Source: an optimization exercise on an open RTL-to-GDS flow (aim: small area). Production flows keep margins and buffers that such runs may drop. Where RTL was checked, it was by simulation tests only, not by an equivalence proof against the original. No functional check of the RTL was part of run 2. No activity file was given, so power comes from the tool's default toggle rates.

File: flow/design.v
module alu_regs(
    input  wire        clk,
    input  wire [63:0] op1,
    input  wire [63:0] op2,
    input  wire [3:0]  alu_ctrl,
    output reg  [63:0] result,
    output reg         zero
);
    reg  [63:0] op1_q, op2_q;
    reg  [3:0]  alu_ctrl_q;
    wire [63:0] alu_result;
    wire        alu_zero;
    alu alu_inst (
        .op1(op1_q),
        .op2(op2_q),
        .alu_ctrl(alu_ctrl_q),
        .result(alu_result),
        .zero(alu_zero)
    );
    always @(posedge clk) begin
        op1_q      <= op1;
        op2_q      <= op2;
        alu_ctrl_q <= alu_ctrl;
        result     <= alu_result;
        zero       <= alu_zero;
    end
endmodule

module base_alu(
    input  wire [63:0] op1, op2,
    input  wire [3:0]  alu_ctrl,
    output wire [63:0] result
);
    reg [63:0] base_result;
    localparam ALU_ADD  = 4'b0000;
    localparam ALU_SUB  = 4'b0001;
    localparam ALU_AND  = 4'b0010;
    localparam ALU_OR   = 4'b0011;
    localparam ALU_XOR  = 4'b0100;
    localparam ALU_NOT  = 4'b0101;
    localparam ALU_SLT  = 4'b0110;   
    localparam ALU_SLTU = 4'b0111;   
    localparam ALU_SLL  = 4'b1000;   
    localparam ALU_SRL  = 4'b1001;   
    localparam ALU_SRA  = 4'b1010;   
    always @* begin
        case (alu_ctrl)
            ALU_ADD: base_result = op1 + op2;
            ALU_SUB: base_result = op1 - op2;
            ALU_AND: base_result = op1 & op2;
            ALU_OR:  base_result = op1 | op2;
            ALU_XOR: base_result = op1 ^ op2;
            ALU_NOT: base_result = ~op1;
            ALU_SLT: base_result = ($signed(op1) < $signed(op2)) ? 64'd1 : 64'd0;
            ALU_SLTU: base_result = (op1 < op2) ? 64'd1 : 64'd0;
            ALU_SLL: base_result = op1 << op2[5:0]; 
            ALU_SRL: base_result = op1 >> op2[5:0];
            ALU_SRA: base_result = $signed(op1) >>> op2[5:0];
            default: base_result = 64'b0;
        endcase
    end
    assign result = base_result;
endmodule
module alu(
    input  wire [63:0] op1, op2,
    input  wire [3:0]  alu_ctrl,
    output wire [63:0] result,
    output wire        zero                
);
    wire [63:0] base_result;
    base_alu base_alu_inst (
        .op1(op1),
        .op2(op2),
        .alu_ctrl(alu_ctrl),
        .result(base_result)
    );
    assign result = base_result;
    assign zero = (base_result == 64'b0);
endmodule
File: flow/run.sh
#!/bin/bash
# synth_recipe.tcl (not shown) runs the flow's synth.tcl, then flattens the netlist and writes it again
# the make line also repeats each setting of config.mk as NAME=value (left out here)
make -C /OpenROAD-flow-scripts/flow DESIGN_CONFIG=/design/flow/config.mk WORK_HOME=/design/flow/orfs CLKGATE_MAP_FILE= SYNTH_SCRIPT=/design/flow/synth_recipe.tcl finish
File: flow/config.mk
export PLATFORM = sky130hd
export DESIGN_NAME = alu_regs
export DESIGN_NICKNAME = alu_regs
export VERILOG_FILES = /design/flow/design.v
export SDC_FILE = /design/flow/constraint.sdc
export NUM_CORES = 8
export LEC_CHECK = 0
export CAP_MARGIN = 20
export CORE_MARGIN = 2
export CORE_UTILIZATION = 40
export SETUP_SLACK_MARGIN = 0.15
export SLEW_MARGIN = 20
File: flow/constraint.sdc
create_clock -name core_clock -period 6.0 [get_ports {clk}]
set_input_delay 1.2000 -clock core_clock [delete_from_list [all_inputs] [get_ports {clk}]]
set_output_delay 1.2000 -clock core_clock [all_outputs]
set_load 0.01 [all_outputs]
==> impl_metrics.sql, run 1 <==
INSERT INTO impl_metrics (metric_group, metric, value, unit) VALUES
('outcome', 'outcome', 'finished clean', ''),
('sta', 'timing.final.crit_share', '95.60', '%'),
('power_and_ir_drop', 'leakage_dissipation', '12.83', 'nW'),
('grt', 'gr-usage-all-layers', '50.47', '%'),
('grt', 'antenna_found_initial', '20', ''),
('synth', 'netlist_instances', '3577', ''),
('cells_and_area', 'nets', '4105', ''),
('sta', 'timing_max_transition_violations_final', '0', ''),
('synth', 'largest_family_of_logic_cells_by_synthesized_area', 'compound AO/OA/AOI/OAI gates', ''),
('grt', 'global_route.overflow_total', '0', ''),
('setup_path', 'critical_path_arrival', '6180', 'ps'),
('clock_network', 'root_buffer', 'sky130_fd_sc_hd__clkbuf_16', ''),
('synth', 'yosys.area_share.xor_xnor', '0.7790', '%'),
('detailed_routing', 'viasPerCell', '7.421', ''),
('synth', 'synth-warning-count', '2', ''),
('synth', 'netlist_top_cells_count', '328 x sky130_fd_sc_hd__nor2_1, 321 x sky130_fd_sc_hd__nand2_1, 278 x sky130_fd_sc_hd__a21oi_1', ''),
('synth', 'muxShareOfSynthArea', '17.02', '%'),
('synth', 'post_synth_and_or_nand_nor_area_fraction', '19.70', '%'),
('detailed_routing', 'drt-pass1-iter-count', '9', ''),
('floorplan', 'die-width', '263.7', 'um'),
('synth', 'post_synth_num_cell_types', '100', ''),
('floorplan', 'die_height', '263.7', 'um'),
('synth', 'async_set_reset_flop_share_out_of_synthesis', '0', '%'),
('cells_and_area', 'multi_input_area', '20970', 'um^2'),
('setup_path', 'crit_type', 'flip-flop to flip-flop', ''),
('floorplan', 'io_pins', '198', ''),
('clock_network', 'clock_buffer_count_from_cts', '17', ''),
('power_and_ir_drop', 'fin_total_pwr', '0.006078', 'W'),
('sta', 'hold_viol', '0', ''),
('detailed_routing', 'routedWlPerCell', '38.99', 'um'),
('synth', 'postSynthNetCount', '3908', ''),
('setup_path', 'critical_path.max_fanout', '78', ''),
('sta', 'fin_tns_setup', '0', 'ps'),
('synth', 'synth_area', '26980', 'um^2'),
('floorplan', 'fp-row-count', '95', ''),
('setup_path', 'worstPathRequired', '6450', 'ps'),
('detailed_routing', 'drt-initial-drc-count', '6752', ''),
('synth', 'dominant_cell_by_count_in_the_synthesized_netlist', 'sky130_fd_sc_hd__nor2_1', ''),
('setup_path', 'setup.worst_path.end_class', 'flip-flop', ''),
('synth', 'synth-seq-cells', '197', ''),
('sta', 'setup_viols_final', '0', ''),
('synth', 'yosys.area.top_type_share', '14.61', '%'),
('place', 'dp_cells', '4623', ''),
('synth', 'netlist.top_cell.by_area', 'sky130_fd_sc_hd__dfxtp_1', ''),
('clock_network', 'clkLatencyLatePin', '520', 'ps'),
('cells_and_area', 'num-fill-cells', '6781', ''),
('cells_and_area', 'instances_no_fill', '4668', ''),
('sta', 'worst_slew_margin_rel', '11.37', '%'),
('clock_network', 'clock_sinks', '197', ''),
('synth', 'synth_edf_count', '0', ''),
('sta', 'fin_skew', '21.96', 'ps'),
('place', 'final_wtd_congestion', '1.150', ''),
('setup_path', 'start_kind', 'flip-flop', ''),
('sta', 'worst_slew_pin_slew', '1319', 'ps'),
('power_and_ir_drop', 'power.density', '191.7', 'nW/um^2'),
('clock_network', 'htree_num_levels', '4', ''),
('sta', 'unrepaired_setup_endpoints_after_global_routing', 'no', ''),
('place', 'placement.io_buffers', '197', ''),
('floorplan', 'initial_utilization', '40.32', '%'),
('run', 'cap_violations', '0', ''),
('synth', 'synth.yosys.seq_area_share', '14.61', '%'),
('clock_network', 'tritoncts', 'done', ''),
('clock_network', 'clk_transition_reported_paths', '90', 'ps'),
('floorplan', 'design.core.area', '66920', 'um^2'),
('sta', 'max_freq', '0.1743', 'GHz'),
('floorplan', 'dieArea', '69560', 'um^2'),
('cells_and_area', 'post_route_cells_drive_above_1_share', '14.26', '%'),
('detailed_routing', 'routed-via-count', '34640', ''),
('detailed_routing', 'detail_route.drc_violations', '0', ''),
('cells_and_area', 'area_taken_by_flip_flops_and_latches', '3966', 'um^2'),
('synth', 'netlist_top_cells_area', 'sky130_fd_sc_hd__dfxtp_1 15%, sky130_fd_sc_hd__ha_1 9.1%, sky130_fd_sc_hd__mux4_2 7.3%', '');
## cells by family after synthesis
logic type | count (synthesis)
compound gates | 1203
simple gates | 1118
buf+inv | 516
mux | 321
fa+ha+maj | 198
flops | 197
xor+xnor | 24
## stage by stage
| step | setup WS [ps] | instance area [um^2] | utilization (%) | hold WS (ps) |
|---|---|---|---|---|
| finish | 264.3 | 31710 | 47.39 | 868.2 |
| CTS | 437.3 | 31620 | 47.25 | 852.1 |
| global route | 150.1 | 31690 | 47.36 | 958.3 |
| detailed placement | 510.7 | 30960 | 46.27 | 830.6 |
| global placement | 423.5 | 30960 | 46.26 | 813.4 |
| floorplan | 655.7 | 26980 | - | 668.4 |
## worst paths after layout
| check | from | end | slack [ps] | cells past startpoint |
|---|---|---|---|---|
| setup / recovery | op2_q[1]$_DFF_P_ | zero$_DFF_P_ | 260 | 16 |
| hold / removal | op1_q[9]$_DFF_P_ | result[9]$_DFF_P_ | 870 | 3 |
| setup reg to reg | op2_q[1]$_DFF_P_ | zero$_DFF_P_ | 260 | 16 |
| hold reg to reg | op1_q[9]$_DFF_P_ | result[9]$_DFF_P_ | 870 | 3 |
## flip-flops by register name, summed over array words and instances, names as in the netlist
register / cells
alu_ctrl_q: 4
zero: 1
op2_q: 64
op1_q: 64
result: 64
## critical path, cell delays in order (launching register included)
cell and delay (ps):
sky130_fd_sc_hd__dfxtp_4 380, sky130_fd_sc_hd__buf_12 320, sky130_fd_sc_hd__inv_1 210, sky130_fd_sc_hd__ha_1 390
sky130_fd_sc_hd__o21ba_2 180, sky130_fd_sc_hd__a2111o_1 320, sky130_fd_sc_hd__a21oi_1 220, sky130_fd_sc_hd__o311ai_1 1030
sky130_fd_sc_hd__a31oi_1 220, sky130_fd_sc_hd__buf_4 240, sky130_fd_sc_hd__a211o_1 340, sky130_fd_sc_hd__a311o_1 370
sky130_fd_sc_hd__o21ai_0 340, sky130_fd_sc_hd__or4bb_1 430, sky130_fd_sc_hd__nor4bb_1 280, sky130_fd_sc_hd__nand4_1 230
sky130_fd_sc_hd__nor2_1 160
## layout make-up
type,count,share of cell area [%]
Multi-Input combinational cell,2864,66.13
Timing Repair Buffer,475,13.19
Sequential cell,197,12.51
Tap cell,873,3.445
Inverter,219,2.592
Clock buffer,17,1.342
Clock inverter,15,0.7339
Antenna cell,8,0.06313
## timing repair
| action | in CTS | in global routing |
|---|---|---|
| gates resized for setup | 0 | 5 |
| buffers inserted | 0 | 3 |
| hold buffers | 0 | 0 |
| setup endpoints to repair | 0 | 1 |
## layer usage
metal	track usage, %	vias up	share of wire, %	wire length (um)
li1	-	13980	-	-
met1	64.48	16490	37	68170
met2	68.09	3308	38	69370
met3	22.66	842	16	29280
met4	32.03	22	8.2	14890
met5	1.594	-	0.16	293
## placed cells by master (no fill, tap or decap), types with 32 or more instances in the layout
cell type                         netlist  final
sky130_fd_sc_hd__nor2_1               328    327
sky130_fd_sc_hd__a221oi_1              37     37
sky130_fd_sc_hd__or3_1                 32     32
sky130_fd_sc_hd__nand2_1              321    319
sky130_fd_sc_hd__nand4_1               38     38
sky130_fd_sc_hd__a21oi_1              278    278
sky130_fd_sc_hd__nor4_1                51     50
sky130_fd_sc_hd__o221ai_1              49     49
sky130_fd_sc_hd__clkdlybuf4s50_1        0    197
sky130_fd_sc_hd__a211oi_1              76     76
sky130_fd_sc_hd__dfxtp_1              197    189
sky130_fd_sc_hd__nor3_1                96     94
sky130_fd_sc_hd__inv_1                216    214
sky130_fd_sc_hd__ha_1                 196    195
sky130_fd_sc_hd__o31ai_1               51     50
sky130_fd_sc_hd__mux2_2                58     58
sky130_fd_sc_hd__a22oi_1               34     34
sky130_fd_sc_hd__mux4_2                87     87
sky130_fd_sc_hd__o22ai_1               87     87
sky130_fd_sc_hd__nor2b_1               39     39
sky130_fd_sc_hd__nand3_1               71     70
sky130_fd_sc_hd__o211ai_1              62     62
sky130_fd_sc_hd__o21ai_0              201    200
sky130_fd_sc_hd__mux2i_1              155    155
sky130_fd_sc_hd__buf_4                 14    265
## power by group
part | switching, W | internal, W | leakage, nW
logic | 0.00204 | 0.00109 | 10.9
clock network | 0.000695 | 0.000685 | 0.317
registers | 0.000136 | 0.00143 | 1.66
total | 0.00287 | 0.00321 | 12.8
==> run 2, diff against run 1 <==
==> flow/design.v (replaced) <==
module alu_regs(
    input  wire        clk,
    input  wire [63:0] op1,
    input  wire [63:0] op2,
    input  wire [3:0]  alu_ctrl,
    output reg  [63:0] result,
    output reg         zero
);
    reg  [63:0] op1_q, op2_q;
    reg  [3:0]  alu_ctrl_q;
    wire [63:0] alu_result;
    wire        alu_zero;
    alu alu_inst (
        .op1(op1_q),
        .op2(op2_q),
        .alu_ctrl(alu_ctrl_q),
        .result(alu_result),
        .zero(alu_zero)
    );
    always @(posedge clk) begin
        op1_q      <= op1;
        op2_q      <= op2;
        alu_ctrl_q <= alu_ctrl;
        result     <= alu_result;
        zero       <= alu_zero;
    end
endmodule

module base_alu(
    input  wire [63:0] op1, op2,
    input  wire [3:0]  alu_ctrl,
    output wire [63:0] result
);
    wire c0 = alu_ctrl == 4'd0;    
    wire c1 = alu_ctrl == 4'd1;    
    wire c2 = alu_ctrl == 4'd2;    
    wire c3 = alu_ctrl == 4'd3;    
    wire c4 = alu_ctrl == 4'd4;    
    wire c5 = alu_ctrl == 4'd5;    
    wire c6 = alu_ctrl == 4'd6;    
    wire c7 = alu_ctrl == 4'd7;    
    wire c8 = alu_ctrl == 4'd8;    
    wire c9 = alu_ctrl == 4'd9;    
    wire c10 = alu_ctrl == 4'd10;  
    wire sub = c1 | c6 | c7;
    wire [63:0] bx = op2 ^ {64{sub}};
    wire [63:0] p = op1 ^ bx;
    wire [63:0] g = op1 & bx;
    localparam K = 8;
    wire [64:0] c;
    wire [63:0] gl, pl;
    wire [64/K:0] cb;
    assign cb[0] = sub;
    genvar i;
    generate
        for (i = 0; i < 64; i = i + 1) begin : g_carry
            if (i % K == 0) begin : g_first
                assign gl[i] = g[i];
                assign pl[i] = p[i];
            end else begin : g_next
                assign gl[i] = g[i] | (p[i] & gl[i-1]);
                assign pl[i] = p[i] & pl[i-1];
            end
            assign c[i+1] = gl[i] | (pl[i] & cb[i/K]);
            if (i % K == K - 1) begin : g_blk
                assign cb[i/K+1] = c[i+1];
            end
        end
    endgenerate
    assign c[0] = sub;
    wire [63:0] sum = p ^ c[63:0];
    wire ltu = ~c[64];
    wire lts = (op1[63] ^ op2[63]) ? op1[63] : ltu;
    wire [63:0] rin;
    generate
        for (i = 0; i < 64; i = i + 1) begin : g_rev
            assign rin[i] = c8 ? op1[63-i] : op1[i];
        end
    endgenerate
    wire fill = c10 & op1[63];
    wire [63:0] sr = $signed({fill, rin}) >>> op2[5:0];
    wire [63:0] sl;
    generate
        for (i = 0; i < 64; i = i + 1) begin : g_rev2
            assign sl[i] = sr[63-i];
        end
    endgenerate
    assign result = ({64{c0 | c1}} & sum)
                  | ({64{c2 | c3}} & (op1 & op2))
                  | ({64{c3 | c4}} & (op1 ^ op2))
                  | ({64{c5}} & ~op1)
                  | {63'd0, (c6 & lts) | (c7 & ltu)}
                  | ({64{c8}} & sl)
                  | ({64{c9 | c10}} & sr);
endmodule
module alu(
    input  wire [63:0] op1, op2,
    input  wire [3:0]  alu_ctrl,
    output wire [63:0] result,
    output wire        zero
);
    wire [63:0] base_result;
    base_alu base_alu_inst (
        .op1(op1),
        .op2(op2),
        .alu_ctrl(alu_ctrl),
        .result(base_result)
    );
    assign result = base_result;
    assign zero = ~|base_result;
endmodule
--- a/flow/config.mk
+++ b/flow/config.mk
@@ -6,7 +6,8 @@
 export NUM_CORES = 8
 export LEC_CHECK = 0
+export ABC_AREA = 1
 export CAP_MARGIN = 20
 export CORE_MARGIN = 2
 export CORE_UTILIZATION = 40
-export SETUP_SLACK_MARGIN = 0.15
+export SETUP_SLACK_MARGIN = 0.05
 export SLEW_MARGIN = 20
==> impl_metrics.sql, run 2 <==
INSERT INTO impl_metrics (metric_group, metric, value, unit) VALUES
('setup_path', 'start_kind', 'flip-flop', ''),
('synth', 'postSynthNetCount', '2879', ''),
('detailed_routing', 'drt-total-wl', '83.79', 'mm'),
('run', 'cap_violations', '0', ''),
('synth', 'synthesis.area_per_instance', '6.270', 'um^2'),
('cells_and_area', 'nets', '3048', ''),
('detailed_routing', 'drt-initial-drc-count', '2431', ''),
('place', 'placed_area', '18840', 'um^2'),
('place', 'final_wtd_congestion', '1.036', ''),
('sta', 'timing.final.crit_share', '95.34', '%'),
('sta', 'unrepaired_setup_endpoints_after_global_routing', 'yes', ''),
('grt', 'grt_pass1_wl', '120.1', 'mm'),
('setup_path', 'crit_type', 'flip-flop to flip-flop', ''),
('clock_network', 'tritoncts', 'done', ''),
('clock_network', 'root_buffer', 'sky130_fd_sc_hd__clkbuf_16', ''),
('sta', 'setup_viols_final', '0', ''),
('sta', 'hold-worst-slack', '723.6', 'ps'),
('place', 'placement.io_buffers', '197', ''),
('setup_path', 'crit_path_frequent_cell', 'sky130_fd_sc_hd__nand2_4', ''),
('clock_network', 'clock_buffer_count_from_cts', '17', ''),
('synth', 'ys_dominant_reg_cell', 'sky130_fd_sc_hd__dfxtp_1', ''),
('sta', 'worst_slew_margin_rel', '25.16', '%'),
('cells_and_area', 'area_growth', '22.81', '%'),
('clock_network', 'cts_max_path_buffers', '2', ''),
('floorplan', 'fp-row-count', '74', ''),
('detailed_routing', 'routedWlPerCell', '25.19', 'um'),
('floorplan', 'die-width', '206.3', 'um'),
('setup_path', 'crit_family', 'simple AND/OR/NAND/NOR gates', ''),
('grt', 'global_route.overflow_total', '0', ''),
('synth', 'synth-warning-count', '1', ''),
('setup_path', 'timing.critical_path.slowest_cell_delay', '410', 'ps'),
('detailed_routing', 'drt-pass1-iter-count', '6', ''),
('synth', 'dominant_cell_by_count_in_the_synthesized_netlist', 'sky130_fd_sc_hd__nand2_1', ''),
('place', 'place_hpwl', '64.53', 'mm'),
('setup_path', 'worstPathRequired', '6450', 'ps'),
('min_path', 'hold_depth', '3', ''),
('floorplan', 'dieArea', '42560', 'um^2'),
('clock_network', 'clkLatencyLatePin', '510', 'ps'),
('detailed_routing', 'routed-via-count', '19680', ''),
('clock_network', 'clock_sinks', '197', ''),
('cells_and_area', 'mostFrequentLayoutCells', '817 x sky130_fd_sc_hd__nand2_1, 637 x sky130_fd_sc_hd__nand3_1, 197 x sky130_fd_sc_hd__clkdlybuf4s50_1, 189 x sky130_fd_sc_hd__dfxtp_1, 156 x sky130_fd_sc_hd__inv_1', ''),
('grt', 'antenna_found_initial', '0', ''),
('grt', 'gr_layer_usage_met2', '58.05', '%'),
('synth', 'yosys.area.top_type_share', '24.09', '%'),
('synth', 'synth-seq-cells', '197', ''),
('setup_path', 'critical_path_arrival', '6170', 'ps'),
('setup_path', 'critical_path.slowest_cell', 'sky130_fd_sc_hd__fa_1', ''),
('synth', 'netlist.top_cell.by_area', 'sky130_fd_sc_hd__dfxtp_1', ''),
('synth', 'synth_area', '16370', 'um^2'),
('power_and_ir_drop', 'leakage_dissipation', '9.925', 'nW'),
('cells_and_area', 'layout_top_registers', 'op1_q (64), op2_q (64), result (64)', ''),
('min_path', 'min_path_type', 'flip-flop to flip-flop', ''),
('detailed_routing', 'viasPerCell', '5.915', ''),
('synth', 'netlist_top_cells_area', 'sky130_fd_sc_hd__dfxtp_1 24%, sky130_fd_sc_hd__nand3_1 20%, sky130_fd_sc_hd__nand2_1 19%', ''),
('floorplan', 'initial_utilization', '40.28', '%'),
('outcome', 'outcome', 'finished clean', ''),
('power_and_ir_drop', 'power.density', '228.5', 'nW/um^2'),
('floorplan', 'die_height', '206.3', 'um'),
('setup_path', 'worstPathBufferInverterCount', '4', ''),
('detailed_routing', 'detail_route.drc_violations', '0', ''),
('sta', 'fin_skew', '18.75', 'ps'),
('sta', 'hold_viol', '0', ''),
('clock_network', 'postCtsHoldBufs', '0', ''),
('sta', 'worst_slew_pin_slew', '1123', 'ps'),
('synth', 'synth.yosys.seq_area_share', '24.09', '%'),
('grt', 'first_global_vias', '18370', ''),
('sta', 'timing_max_transition_violations_final', '0', ''),
('synth', 'async_set_reset_flop_share_out_of_synthesis', '0', '%'),
('cells_and_area', 'most_common_cell_after_layout_fill_and_taps_aside', 'sky130_fd_sc_hd__nand2_1', ''),
('detailed_routing', 'ant_nets', '0', ''),
('cells_and_area', 'num-fill-cells', '4133', ''),
('grt', 'grt_busiest_layer', 'met2', ''),
('synth', 'post_synth_num_cell_types', '44', ''),
('grt', 'gr-usage-all-layers', '39.16', '%'),
('synth', 'netlist_instances', '2611', ''),
('grt', 'grtUsageMet3', '7.758', '%'),
('setup_path', 'path_depth', '42', ''),
('synth', 'synth_edf_count', '0', ''),
('clock_network', 'htree_num_levels', '4', ''),
('clock_network', 'clk_transition_reported_paths', '90', 'ps'),
('floorplan', 'io_pins', '198', ''),
('cells_and_area', 'post_route_cells_drive_above_1_share', '7.984', '%'),
('synth', 'netlist_top_cells_count', '823 x sky130_fd_sc_hd__nand2_1, 638 x sky130_fd_sc_hd__nand3_1, 197 x sky130_fd_sc_hd__dfxtp_1', ''),
('grt', 'grtUsageMet1', '51.59', '%'),
('setup_path', 'critical_path.max_fanout', '11', ''),
('grt', 'pin_count_of_the_biggest_net_entering_global_routing', '75', ''),
('setup_path', 'reg2regPathDepth', '42', ''),
('cells_and_area', 'stdcell_area', '20100', 'um^2'),
('setup_path', 'setup.worst_path.end_class', 'flip-flop', ''),
('power_and_ir_drop', 'vdd_drop_max', '0.2203', 'mV'),
('floorplan', 'design.core.area', '40650', 'um^2'),
('sta', 'max_freq', '0.1748', 'GHz'),
('sta', 'post-route-min-period', '5720', 'ps');
==> run 2: cell count changes after synthesis, sizes merged, moves of 98 or more <==
cell    delta
clkbuf   -132
a21oi    -215
nand2    +527
nor2     -191
mux2i    -159
o21ai    -153
nand3    +570
mux4      -98
==> run 2: cell type report <==
| type | count | area [um^2] | area share (%) |
|---|---|---|---|
| Multi-Input combinational cell | 2100 | 11420 | 56.81 |
| Antenna cell | 2 | 5.005 | 0.02489 |
| Clock inverter | 13 | 180.2 | 0.8962 |
| Tap cell | 532 | 665.6 | 3.311 |
| Inverter | 166 | 629.4 | 3.130 |
| Timing Repair Buffer | 298 | 2813 | 13.99 |
| Sequential cell | 197 | 3956 | 19.68 |
| Clock buffer | 19 | 432.9 | 2.153 |
==> run 2: tightest hold or removal path: cells and delay by family, from the launching register on <==
family	cells	cell delay, ps
AND/OR/NAND/NOR	1	110
flip-flops	1	370
adder cells (fa/ha/maj)	1	140
AO/OA/AOI/OAI	1	80
==> run 2: where the power goes <==
part / internal (W) / switching (W) / total (W)
combinational: 0.000674 / 0.00113 / 0.00180
sequential: 0.00142 / 0.000113 / 0.00153
clock: 0.000636 / 0.000624 / 0.00126
total: 0.00273 / 0.00186 / 0.00459
==> run 2: path summary, 6_finish.rpt <==
path / to / slack [ps] / start
worst max register to register: zero$_DFF_P_ / 280 / alu_ctrl_q[2]$_DFF_P_
worst min register to register: result[25]$_DFF_P_ / 720 / op2_q[25]$_DFF_P_
worst min-delay path: result[25]$_DFF_P_ / 720 / op2_q[25]$_DFF_P_
worst max-delay path: zero$_DFF_P_ / 280 / alu_ctrl_q[2]$_DFF_P_
==> run 2: kinds of logic (layout without fill, tap and decap cells) <==
kind of cell / count (synthesis) / count (layout) / synth area share [%]
AO/OA/AOI/OAI: 239 / 239 / 9.477
XOR/XNOR: 72 / 72 / 3.852
adder cells (fa/ha/maj): 135 / 135 / 10.64
buffers and inverters: 314 / 496 / 7.712
flip-flops: 197 / 197 / 24.09
other: 0 / 2 / 0
AND/OR/NAND/NOR: 1654 / 1654 / 44.23
==> run 2: per-layer routing <==
layer  routed length (um)  share of wire, %  up-vias
li1                     -                 -     9113
met1                34940                42     9213
met2                35290                42     1136
met3                 7627               9.1      217
met4                 5927               7.1        0
met5                    0                 0        -
==> run 2: what timing repair did <==
| action | CTS | global route |
|---|---|---|
| setup endpoints to repair | 1 | 1 |
| setup buffers | 2 | 49 |
| gates resized for setup | 4 | 50 |
| gates cloned | 1 | 0 |
| pin swaps | 2 | 40 |
==> run 2: per-stage QoR <==
step / setup slack (ps) / util [%] / setup TNS (ps) / std cells / total power (W)
finish: 279.8 / 49.46 / 0 / 3327 / 0.004593
global route: -79.84 / 49.45 / -79.84 / 3325 / 0.004809
CTS: 71.18 / 48.02 / 0 / 3276 / 0.004469
detailed placement: -90.01 / 46.35 / -90.01 / 3241 / 0.003199
global placement: 57.45 / 46.35 / 0 / 3241 / 0.003187
floorplan: 447.6 / - / 0 / 2611 / 0.002490
==> run 3, diff against run 2 <==
--- a/flow/design.v
+++ b/flow/design.v
@@ -44,7 +44,8 @@
     wire c10 = alu_ctrl == 4'd10;  
     wire sub = c1 | c6 | c7;
-    wire [63:0] bx = op2 ^ {64{sub}};
+    wire arith = c0 | c1 | c6 | c7;
+    wire [63:0] bx = (op2 ^ {64{sub}}) | {64{c5}};
     wire [63:0] p = op1 ^ bx;
-    wire [63:0] g = op1 & bx;
+    wire [63:0] g = op1 & bx & {64{arith}};
     localparam K = 8;
     wire [64:0] c;
@@ -75,5 +76,5 @@
     generate
         for (i = 0; i < 64; i = i + 1) begin : g_rev
-            assign rin[i] = c8 ? op1[63-i] : op1[i];
+            assign rin[i] = (c8 & op1[63-i]) | ((c9 | c10) & op1[i]);
         end
     endgenerate
@@ -86,8 +87,8 @@
         end
     endgenerate
-    assign result = ({64{c0 | c1}} & sum)
-                  | ({64{c2 | c3}} & (op1 & op2))
-                  | ({64{c3 | c4}} & (op1 ^ op2))
-                  | ({64{c5}} & ~op1)
+    wire [63:0] ab = op1 & op2;
+    assign result = ({64{c0 | c1 | c4 | c5}} & sum)
+                  | ({64{c2 | c3}} & ab)
+                  | ({64{c3}} & p)
                   | {63'd0, (c6 & lts) | (c7 & ltu)}
                   | ({64{c8}} & sl)
==> impl_metrics.sql, run 3 <==
INSERT INTO impl_metrics (metric_group, metric, value, unit) VALUES
('sta', 'fin_tns_setup', '0', 'ps'),
('clock_network', 'htree_num_levels', '4', ''),
('place', 'final_wtd_congestion', '0.9914', ''),
('synth', 'netlist_instances', '2332', ''),
('setup_path', 'crit_family', 'simple AND/OR/NAND/NOR gates', ''),
('sta', 'setup_viols_final', '0', ''),
('detailed_routing', 'routedWlPerCell', '22.74', 'um'),
('setup_path', 'critical_path_arrival', '5790', 'ps'),
('clock_network', 'post_cts_buffers', '0', ''),
('min_path', 'min_path_type', 'flip-flop to flip-flop', ''),
('clock_network', 'cts_repair_resize_count', '0', ''),
('cells_and_area', 'multi_input_area', '9575', 'um^2'),
('synth', 'synth_edf_count', '0', ''),
('clock_network', 'postCtsHoldBufs', '0', ''),
('run', 'cap_violations', '0', ''),
('detailed_routing', 'viasPerCell', '5.782', ''),
('place', 'placed_area', '17310', 'um^2'),
('floorplan', 'dieArea', '38990', 'um^2'),
('power_and_ir_drop', 'leakage_dissipation', '8.417', 'nW'),
('synth', 'muxShareOfSynthArea', '4.947', '%'),
('clock_network', 'clock_buffer_count_from_cts', '17', ''),
('synth', 'netlist.top_cell.by_area', 'sky130_fd_sc_hd__dfxtp_1', ''),
('detailed_routing', 'detail_route.drc_violations', '0', ''),
('setup_path', 'crit_path_frequent_cell', 'sky130_fd_sc_hd__nand2_4', ''),
('place', 'place_hpwl', '51.91', 'mm'),
('cells_and_area', 'nets', '2659', ''),
('clock_network', 'clock_sinks', '197', ''),
('floorplan', 'die-width', '197.5', 'um'),
('sta', 'timing_max_transition_violations_final', '0', ''),
('cells_and_area', 'mostFrequentLayoutCells', '595 x sky130_fd_sc_hd__nand2_1, 217 x sky130_fd_sc_hd__inv_1, 214 x sky130_fd_sc_hd__o21ai_0, 209 x sky130_fd_sc_hd__nand3_1, 197 x sky130_fd_sc_hd__clkdlybuf4s50_1', ''),
('synth', 'netlist_top_cells_count', '596 x sky130_fd_sc_hd__nand2_1, 218 x sky130_fd_sc_hd__inv_1, 215 x sky130_fd_sc_hd__o21ai_0', ''),
('setup_path', 'crit_type', 'flip-flop to flip-flop', ''),
('synth', 'synth_adder_area_share', '6.101', '%'),
('detailed_routing', 'drt-total-wl', '66.72', 'mm'),
('synth', 'netlist_top_cells_area', 'sky130_fd_sc_hd__dfxtp_1 26%, sky130_fd_sc_hd__nand2_1 15%, sky130_fd_sc_hd__o21ai_0 7.2%', ''),
('setup_path', 'setup.worst_path.end_class', 'flip-flop', ''),
('setup_path', 'start_kind', 'flip-flop', ''),
('synth', 'yosys.area_share.xor_xnor', '0.05850', '%'),
('cells_and_area', 'area_growth', '19.75', '%'),
('floorplan', 'fp-row-count', '70', ''),
('sta', 'worst_slew_pin_slew', '1133', 'ps'),
('cells_and_area', 'area_taken_by_flip_flops_and_latches', '3946', 'um^2'),
('power_and_ir_drop', 'power.density', '224.3', 'nW/um^2'),
('clock_network', 'cts_max_path_buffers', '2', ''),
('synth', 'post_synth_num_cell_types', '61', ''),
('floorplan', 'io_pins', '198', ''),
('sta', 'fin_skew', '13.98', 'ps'),
('grt', 'grt_pass1_wl', '98.61', 'mm'),
('floorplan', 'design.core.area', '36700', 'um^2'),
('sta', 'hold_viol', '0', ''),
('floorplan', 'die_height', '197.5', 'um'),
('grt', 'pin_count_of_the_biggest_net_entering_global_routing', '71', ''),
('synth', 'synth.yosys.seq_area_share', '26.34', '%'),
('clock_network', 'tritoncts', 'done', ''),
('sta', 'post-route-min-period', '5379', 'ps'),
('place', 'placement.io_buffers', '197', ''),
('setup_path', 'critical_path.max_fanout', '28', ''),
('setup_path', 'critical_path.slowest_cell', 'sky130_fd_sc_hd__dfxtp_1', ''),
('synth', 'postSynthNetCount', '2538', ''),
('floorplan', 'initial_utilization', '40.80', '%'),
('synth', 'yosys.area.top_type_share', '26.34', '%'),
('outcome', 'outcome', 'finished clean', ''),
('place', 'dp_cells', '2902', ''),
('synth', 'synth_compound_gate_area_share', '19.77', '%'),
('clock_network', 'clk_transition_reported_paths', '80', 'ps'),
('setup_path', 'worstPathRequired', '6410', 'ps'),
('synth', 'async_set_reset_flop_share_out_of_synthesis', '0', '%'),
('sta', 'unrepaired_setup_endpoints_after_global_routing', 'no', ''),
('cells_and_area', 'antenna-diode-count', '0', ''),
('power_and_ir_drop', 'vdd_drop_max', '0.1971', 'mV'),
('cells_and_area', 'most_common_cell_after_layout_fill_and_taps_aside', 'sky130_fd_sc_hd__nand2_1', ''),
('detailed_routing', 'drt-pass1-iter-count', '6', ''),
('detailed_routing', 'ant_nets', '0', ''),
('synth', 'synth-seq-cells', '197', ''),
('clock_network', 'root_buffer', 'sky130_fd_sc_hd__clkbuf_16', ''),
('cells_and_area', 'num-fill-cells', '3805', ''),
('grt', 'antenna_found_initial', '0', ''),
('synth', 'ys_dominant_reg_cell', 'sky130_fd_sc_hd__dfxtp_1', ''),
('cells_and_area', 'layout_top_registers', 'op1_q (64), op2_q (64), result (64)', ''),
('synth', 'synth-warning-count', '1', ''),
('setup_path', 'worstPathBufferInverterCount', '3', ''),
('synth', 'dominant_cell_by_count_in_the_synthesized_netlist', 'sky130_fd_sc_hd__nand2_1', ''),
('grt', 'first_global_vias', '16300', ''),
('cells_and_area', 'stdcell_area', '17930', 'um^2'),
('sta', 'timing.final.crit_share', '89.65', '%'),
('grt', 'gr-usage-all-layers', '33.94', '%'),
('synth', 'synthesis.area_per_instance', '6.420', 'um^2'),
('detailed_routing', 'drt-initial-drc-count', '1651', ''),
('setup_path', 'timing.critical_path.slowest_cell_delay', '400', 'ps'),
('detailed_routing', 'routed-via-count', '16970', ''),
('synth', 'largest_family_of_logic_cells_by_synthesized_area', 'simple AND/OR/NAND/NOR gates', ''),
('sta', 'worst_slew_margin_rel', '23.64', '%'),
('synth', 'synth_area', '14970', 'um^2'),
('sta', 'max_freq', '0.1859', 'GHz'),
('clock_network', 'clkLatencyLatePin', '470', 'ps'),
('cells_and_area', 'post_route_cells_drive_above_1_share', '7.745', '%'),
('synth', 'post_synth_and_or_nand_nor_area_fraction', '32.98', '%'),
('grt', 'global_route.overflow_total', '0', ''),
('cells_and_area', 'instances_no_fill', '2934', '');
run 3: cell types whose count changed in the layout (fill, tap and decap cells not counted), sizes merged, moves of 63 or more:
cell	delta
or2	+72
nand2	-225
o22ai	+63
mux2i	+74
xor2	-63
nand3	-426
o21ai	+174
run 3: report_power, final:
part           internal [W]  switching, W  leakage, nW
registers           0.00141     0.0000761         1.66
logic              0.000509      0.000829         6.46
clock network      0.000605      0.000588        0.297
run 3: logic make-up after synthesis:
kind of cell | count (synthesis)
adder cells (fa/ha/maj) | 73
multiplexers | 74
AND/OR/NAND/NOR | 1115
flip-flops | 197
XOR/XNOR | 1
AO/OA/AOI/OAI | 506
buffers and inverters | 366
run 3: worst register-to-register path, delay by kind of cell (launching register included):
kind,cells,cell delay (ps)
adders and majority gates,2,520
DFF,1,400
AOI/OAI and AO/OA,3,400
buffers and inverters,3,410
and+or+nand+nor,38,3620
run 3: routing by layer:
metal  share of wire (%)  GRT usage, %  wire length, um  vias up
li1                    -             -                -     8090
met1                  40         40.97            26960     7778
met2                  46         56.89            30610      897
met3                 7.4         5.242             4908      200
met4                 6.4         20.52             4244        0
met5                   0             0                0        -
run 3: cell type report:
cell class	instances	area share [%]
timing repair buffer	244	13.24
sequential	197	22.01
tap	468	3.266
clock buffer	18	2.450
inverter	224	4.718
clock inverter	14	0.9073
multi-input combinational	1769	53.41
run 3: final timing paths:
| path | slack, ps | cells after the start | startpoint | to |
|---|---|---|---|---|
| setup / recovery | 620 | 46 | alu_ctrl_q[0]$_DFF_P_ | zero$_DFF_P_ |
| hold / removal | 590 | 2 | op2_q[41]$_DFF_P_ | result[41]$_DFF_P_ |
| setup reg to reg | 620 | 46 | alu_ctrl_q[0]$_DFF_P_ | zero$_DFF_P_ |
| hold reg to reg | 590 | 2 | op2_q[41]$_DFF_P_ | result[41]$_DFF_P_ |
run 3: per-stage QoR:
| stage | util [%] | worst slack, ps | total power, W | hold slack (ps) |
|---|---|---|---|---|
| detailed placement | 47.16 | 457.5 | 0.002824 | 567.2 |
| global placement | 47.16 | 612.0 | 0.002819 | 553.0 |
| global route | 48.85 | 80.96 | 0.004207 | 619.4 |
| CTS | 48.80 | 428.1 | 0.004017 | 589.8 |
| floorplan | - | 1120 | 0.002267 | 494.5 |
| finish | 48.85 | 621.1 | 0.004022 | 588.2 |

[re-timing with driven ports]
The results above use ideal ports. As a check the final layouts listed here were re-extracted and re-timed, cells and wires unchanged.
Step 1 (the two cells are an assumption about what drives the block):
set clk [get_ports {clk}]
set_driving_cell -lib_cell sky130_fd_sc_hd__clkbuf_16 $clk
set_driving_cell -lib_cell sky130_fd_sc_hd__buf_2 [delete_from_list [all_inputs] $clk]
Step 2 times the ports against the registers' clock, not the clock port: input delays grow and output delays shrink by t, the midpoint of the rising clock arrivals with the driver on.
a / b / c = ideal ports / drivers / drivers and shift; a / b = the first two.
run	t (ns)	setup WS [ns]	pins driven straight from the clock port
run 1	0.587	0.264 / 0.264 / 0.264	1
run 2	0.556	0.280 / 0.280 / 0.280	1
run 3	0.520	0.621 / 0.621 / 0.621	1
After both steps setup and hold are still met in every run listed.
